What follows belongs to an exercise in optimizing a design on an open flow for small area, a short achievable clock period and few clock cycles per item; a production flow would make more cautious choices. Function was checked by simulation only, so behaviour that the tests miss may differ from the original.

==> willow <==
==> flow/design.v (excerpt) <==
module serial_multiplier (
    input  logic        clk,
    input  logic        rst,
    input  logic        start,
    input  logic [2:0]  funct3,         
    input  logic [31:0] A,
    input  logic [31:0] B,
    output logic [63:0] result_64,      
    output logic [31:0] result,         
    output logic        ready,
    output logic        stall
);
Settings: LEC_CHECK=0, CAP_MARGIN=20, CORE_MARGIN=2, CORE_UTILIZATION=40, SETUP_SLACK_MARGIN=1.2, SLEW_MARGIN=20, SYNTH_HIERARCHICAL=1, SYNTH_MINIMUM_KEEP_SIZE=0; clock period 5.5 ns.
run.sh (not shown) runs the stock make flow with config.mk's settings and CLKGATE_MAP_FILE= SYNTH_SCRIPT=/design/flow/synth_recipe.tcl, a recipe that flattens the netlist after the stock synthesis.
==> inputs of amber, as changes to willow <==
--- a/flow/design.v
+++ b/flow/design.v
@@ -18,17 +18,17 @@
     logic        hi_sel;                
     logic [33:0] hs, hc;                
     logic [15:0] lo_s, lo_c;            
     logic [2:0]  cnt;
     logic        first;                 
     logic        xg;                    
     logic        kg;                    
     logic        cin;                   
-    logic [31:0] l;                     
+    logic [16:0] l;                     
     wire a_sgn = (funct3 != 3'b011);
     wire b_sgn = funct3[2] | ~funct3[1];
     function automatic logic [23:0] booth(input logic [16:0] t);
         logic [7:0] o, w, n;
         for (int i = 0; i < 8; i++) begin
             o[i] = t[2*i+1] ^ t[2*i];
             w[i] = (t[2*i+2] & ~t[2*i+1] & ~t[2*i]) | (~t[2*i+2] & t[2*i+1] & t[2*i]);
             n[i] = t[2*i+2] & ~(t[2*i+1] & t[2*i]);
@@ -489,17 +489,17 @@
     assign cs_c[47] = has12;
     assign cs_s[48] = hac12;
     assign cs_c[48] = fs308;
     assign cs_s[49] = fc308;
     assign cs_c[49] = 1'b0;
     wire [17:0] lo_w = {1'b0, lo_s, 1'b1} + {1'b0, lo_c, cin};
     wire [16:0] lo_sum = lo_w[17:1];
     wire [48:0] pw = {hs[31:0], lo_s, 1'b1} + {hc[31:0], lo_c, cin};
-    assign result_64 = {pw[48:1], l[31:16]};
+    assign result_64 = {pw[48:1], l[16:1]};
     assign result    = hi_sel ? result_64[63:32] : result_64[31:0];
     assign stall     = busy;
     always_ff @(posedge clk or posedge rst) begin
         if (rst) begin
             busy  <= 1'b0;
             ready <= 1'b0;
         end else begin
             busy  <= busy ? (cnt != 3'd1) : start;
@@ -512,20 +512,20 @@
         kg    <= busy & (cnt == 3'd0);
         cnt   <= busy ? cnt + 3'd1 : 3'd0;
         hs    <= cs_s[49:16];
         hc    <= cs_c[49:16];
         lo_s  <= cs_s[15:0];
         lo_c  <= cs_c[15:0];
         cin   <= ~first & lo_sum[16];
         if (busy) begin
-            l <= {lo_sum[15:0], l[31:16]};
-            {neg, two, one} <= booth(l[31:15]);
+            l <= {lo_sum[15:0], l[16:16]};
+            {neg, two, one} <= booth(l[16:0]);
         end else begin
-            l <= B;
+            l <= B[31:15];
             {neg, two, one} <= booth({B[15:0], 1'b0});
             a      <= {a_sgn & A[31], A};
             d16    <= ~b_sgn & B[31];
             hi_sel <= ~funct3[2] & (funct3[1] | funct3[0]);
         end
     end
 endmodule
 module serial_multiplier_fa (
Settings changed: CORE_UTILIZATION 40 to 50.
==> inputs of delta, as changes to willow <==
Settings changed: CORE_UTILIZATION 40 to 65.
==> comparison <==
In flip-flop and latch count, delta and amber do not differ.
amber produced a clean layout. willow ran to the end with no violations. delta completed without violations.
The highest die area belongs to willow, the lowest to delta.
The highest global-route usage belongs to delta, the lowest to willow.
Against willow, the non-clock buffer count of delta is lower by 1.
Register-to-register slack is about the same in willow and amber.
==> figures <==
	delta	amber	willow
Clock buffer count	18	17	19
Placed instance area	22100 um2	22300 um2	22500 um2
Final setup slack of the worst path	1.06 ns	1.10 ns	1.03 ns
Minimum period implied by the final worst setup slack	4.44 ns	4.40 ns	4.47 ns
CP Capture Point	result[27]	result[26]	result[27]
Global-route wire length before repair	105000 um	108000 um	110000 um
Clock buffers and inverters, area share	0.0226	0.0241	0.0229
Run status	no timing/DRC/antenna violations	no timing/DRC/antenna violations	no timing/DRC/antenna violations
Final standard cell area without fillers	24200 um2	24500 um2	24700 um2
Via count of the first global-routing pass	17600	17000	17500
Storage cell area	4020 um2	4030 um2	4030 um2
Testbench counts of willow, summed over its fixed seeds: cycles 9,608, items 3,200.
Testbench counts of amber, summed over its fixed seeds: cycles 9,608, items 3,200.
Testbench counts of delta, summed over its fixed seeds: cycles 9,608, items 3,200.

---

==> try-raven: inputs <==
Another version of the RTL of serial_multiplier (not shown whole).
==> flow/config.mk <==
export PLATFORM = sky130hd
export DESIGN_NAME = serial_multiplier
export DESIGN_NICKNAME = serial_multiplier
export VERILOG_FILES = /design/flow/design.v
export SDC_FILE = /design/flow/constraint.sdc
export NUM_CORES = 4
export LEC_CHECK = 0
export CAP_MARGIN = 20
export CORE_MARGIN = 2
export CORE_UTILIZATION = 50
export SETUP_SLACK_MARGIN = 1.2
export SLEW_MARGIN = 20
export SYNTH_HIERARCHICAL = 1
export SYNTH_MINIMUM_KEEP_SIZE = 0
==> flow/constraint.sdc <==
create_clock -name core_clock -period 5.5 [get_ports {clk}]
set_input_delay 1.1000 -clock core_clock [delete_from_list [all_inputs] [get_ports {clk}]]
set_output_delay 1.1000 -clock core_clock [all_outputs]
set_load 0.01 [all_outputs]
standard.sh (not shown) runs the stock make flow with config.mk's settings and CLKGATE_MAP_FILE= SYNTH_SCRIPT=/design/flow/synth_recipe.tcl, a recipe that flattens the netlist after the stock synthesis.
==> flow/flow/run.sh <==
#!/bin/bash
# Own layout flow: the standard flow, with two placement/sizing knobs changed.
# - the port buffers are buf_1 cells (the standard flow's buffer_ports picks a
#   delay buffer, clkdlybuf4s50_1, for every port);
# - the resizer may change a cell to one with another footprint (the platform
#   sets MATCH_CELL_FOOTPRINT=1), so a flip-flop can be upsized.
# Synthesis is the standard synthesis, unchanged.
set -euo pipefail
bash standard.sh synth > flow_synth.log 2>&1
sed -e 's|^make -C |make MATCH_CELL_FOOTPRINT=0 "BUFFER_PORTS_ARGS=-buffer_cell sky130_fd_sc_hd__buf_1" -C |' standard.sh > layout.sh
grep -q 'MATCH_CELL_FOOTPRINT=0' layout.sh
bash layout.sh finish > flow_layout.log 2>&1
==> try-zinc: changes against try-raven <==
--- a/flow/design.v
+++ b/flow/design.v
@@ -12,11 +12,10 @@
     output logic        stall
 );
     logic        busy;
     logic [32:0] a;                     
     logic [7:0]  one, two, neg;         
-    logic [7:0]  one_h, two_h, neg_h;   
     logic        d16;                   
     logic        hi_sel;                
     logic [33:0] hs, hc;                
     logic [15:0] lo_s, lo_c;            
     logic [0:0]  cnt;
@@ -40,34 +39,18 @@
                                           input logic [32:0] m);
         logic [33:0] p;
         p = (({34{o}} & {m[32], m}) | ({34{w}} & {m, 1'b0})) ^ {34{n}};
         pprow = {~p[33], p[32:0]};
     endfunction
-    wire [33:0] uh0 = pprow(one_h[0], two_h[0], neg_h[0], a);
-    wire [33:0] ul0 = pprow(one[0], two[0], neg[0], a);
-    wire [33:0] u0 = {uh0[33:17], ul0[16:0]};
-    wire [33:0] uh1 = pprow(one_h[1], two_h[1], neg_h[1], a);
-    wire [33:0] ul1 = pprow(one[1], two[1], neg[1], a);
-    wire [33:0] u1 = {uh1[33:17], ul1[16:0]};
-    wire [33:0] uh2 = pprow(one_h[2], two_h[2], neg_h[2], a);
-    wire [33:0] ul2 = pprow(one[2], two[2], neg[2], a);
-    wire [33:0] u2 = {uh2[33:17], ul2[16:0]};
-    wire [33:0] uh3 = pprow(one_h[3], two_h[3], neg_h[3], a);
-    wire [33:0] ul3 = pprow(one[3], two[3], neg[3], a);
-    wire [33:0] u3 = {uh3[33:17], ul3[16:0]};
-    wire [33:0] uh4 = pprow(one_h[4], two_h[4], neg_h[4], a);
-    wire [33:0] ul4 = pprow(one[4], two[4], neg[4], a);
-    wire [33:0] u4 = {uh4[33:17], ul4[16:0]};
-    wire [33:0] uh5 = pprow(one_h[5], two_h[5], neg_h[5], a);
-    wire [33:0] ul5 = pprow(one[5], two[5], neg[5], a);
-    wire [33:0] u5 = {uh5[33:17], ul5[16:0]};
-    wire [33:0] uh6 = pprow(one_h[6], two_h[6], neg_h[6], a);
-    wire [33:0] ul6 = pprow(one[6], two[6], neg[6], a);
-    wire [33:0] u6 = {uh6[33:17], ul6[16:0]};
-    wire [33:0] uh7 = pprow(one_h[7], two_h[7], neg_h[7], a);
-    wire [33:0] ul7 = pprow(one[7], two[7], neg[7], a);
-    wire [33:0] u7 = {uh7[33:17], ul7[16:0]};
+    wire [33:0] u0 = pprow(one[0], two[0], neg[0], a);
+    wire [33:0] u1 = pprow(one[1], two[1], neg[1], a);
+    wire [33:0] u2 = pprow(one[2], two[2], neg[2], a);
+    wire [33:0] u3 = pprow(one[3], two[3], neg[3], a);
+    wire [33:0] u4 = pprow(one[4], two[4], neg[4], a);
+    wire [33:0] u5 = pprow(one[5], two[5], neg[5], a);
+    wire [33:0] u6 = pprow(one[6], two[6], neg[6], a);
+    wire [33:0] u7 = pprow(one[7], two[7], neg[7], a);
     wire [32:0] xr = a & {33{xg}};
     wire [32:0] ux = {~xr[32], xr[31:0]};
     wire [33:0] hs_in = hs & {34{~first}};
     wire [33:0] hc_in = hc & {34{~first}};
     logic [49:0] cs_s, cs_c;
@@ -529,16 +512,13 @@
         lo_c  <= cs_c[15:0];
         cin   <= ~first & lo_sum[16];
         if (busy) begin
             l <= {lo_sum[15:0], l[16:16]};
             {neg, two, one} <= booth(l[16:0]);
-            {neg_h, two_h, one_h} <= booth(l[16:0]);
         end else begin
             l <= B[31:15];
             {neg, two, one} <= booth({B[15:0], 1'b0});
-            if (start)
-                {neg_h, two_h, one_h} <= booth({B[15:0], 1'b0});
             a      <= {a_sgn & A[31], A};
             d16    <= ~b_sgn & B[31];
             hi_sel <= ~funct3[2] & (funct3[1] | funct3[0]);
         end
     end
==> run notes <==
outcome=no timing/DRC/antenna violations; count of different cell masters after synthesis=70; # clock sinks=around 200; Worst Setup Slack post-DPL=between 1000 and 1500 ps; worst hold slack after final layout=358 ps; core region area=approximately 40000 um^2; most repeated library cell on the critical path=sky130_fd_sc_hd__buf_6; Gate Count Post-Synth=slightly below 2k; Yosys reg bits=202
[end of results for try-raven]
==> run notes <==
outcome=no timing/DRC/antenna violations; Gate Count Post-Synth=~1.9k; # clock sinks=about 180; clock buf count=17; count of different cell masters after synthesis=82; hpwl dp=53700 um; Top Ports=168; worst hold slack after final layout=approximately 420 ps; core region area=between 30000 and 40000 um^2
[end of results for try-zinc]
Testbench counts of try-raven, summed over its fixed seeds: cycles 9,608, items 3,200.
Testbench counts of try-zinc, summed over its fixed seeds: cycles 9,608, items 3,200.

-- re-timing with driven ports --
No port has a modelled driver above. Below, the same layouts with a new extraction and two added sets of constraints.
Step 1 sets driving cells, clkbuf_16 on the clock port and buf_2 on the other inputs (assumed; they add their load-dependent delay and slew).
Step 2 moves the port delays by t, midway between the first and last clock arrival at a register: inputs arrive t later, outputs are due t later. That takes back most of the time a late clock gives input paths.
Three values: no drivers, after step 1, after step 2; two values: the first two.
run | shift t [ns] | setup WS [ns] | hold WS [ns]
willow | 0.545 | 1.032 / 0.975 / 1.243 | 0.454 / 0.454 / 0.454
amber | 0.524 | 1.100 / 1.044 / 1.241 | 0.464 / 0.464 / 0.464
delta | 0.517 | 1.057 / 1.002 / 1.222 | 0.443 / 0.443 / 0.443
try-raven | 0.621 | 0.882 / 0.823 / 1.301 | 0.358 / 0.336 / 0.443
try-zinc | 0.530 | 1.224 / 1.168 / 1.265 | 0.425 / 0.399 / 0.443
After both steps every run listed still meets setup and hold.
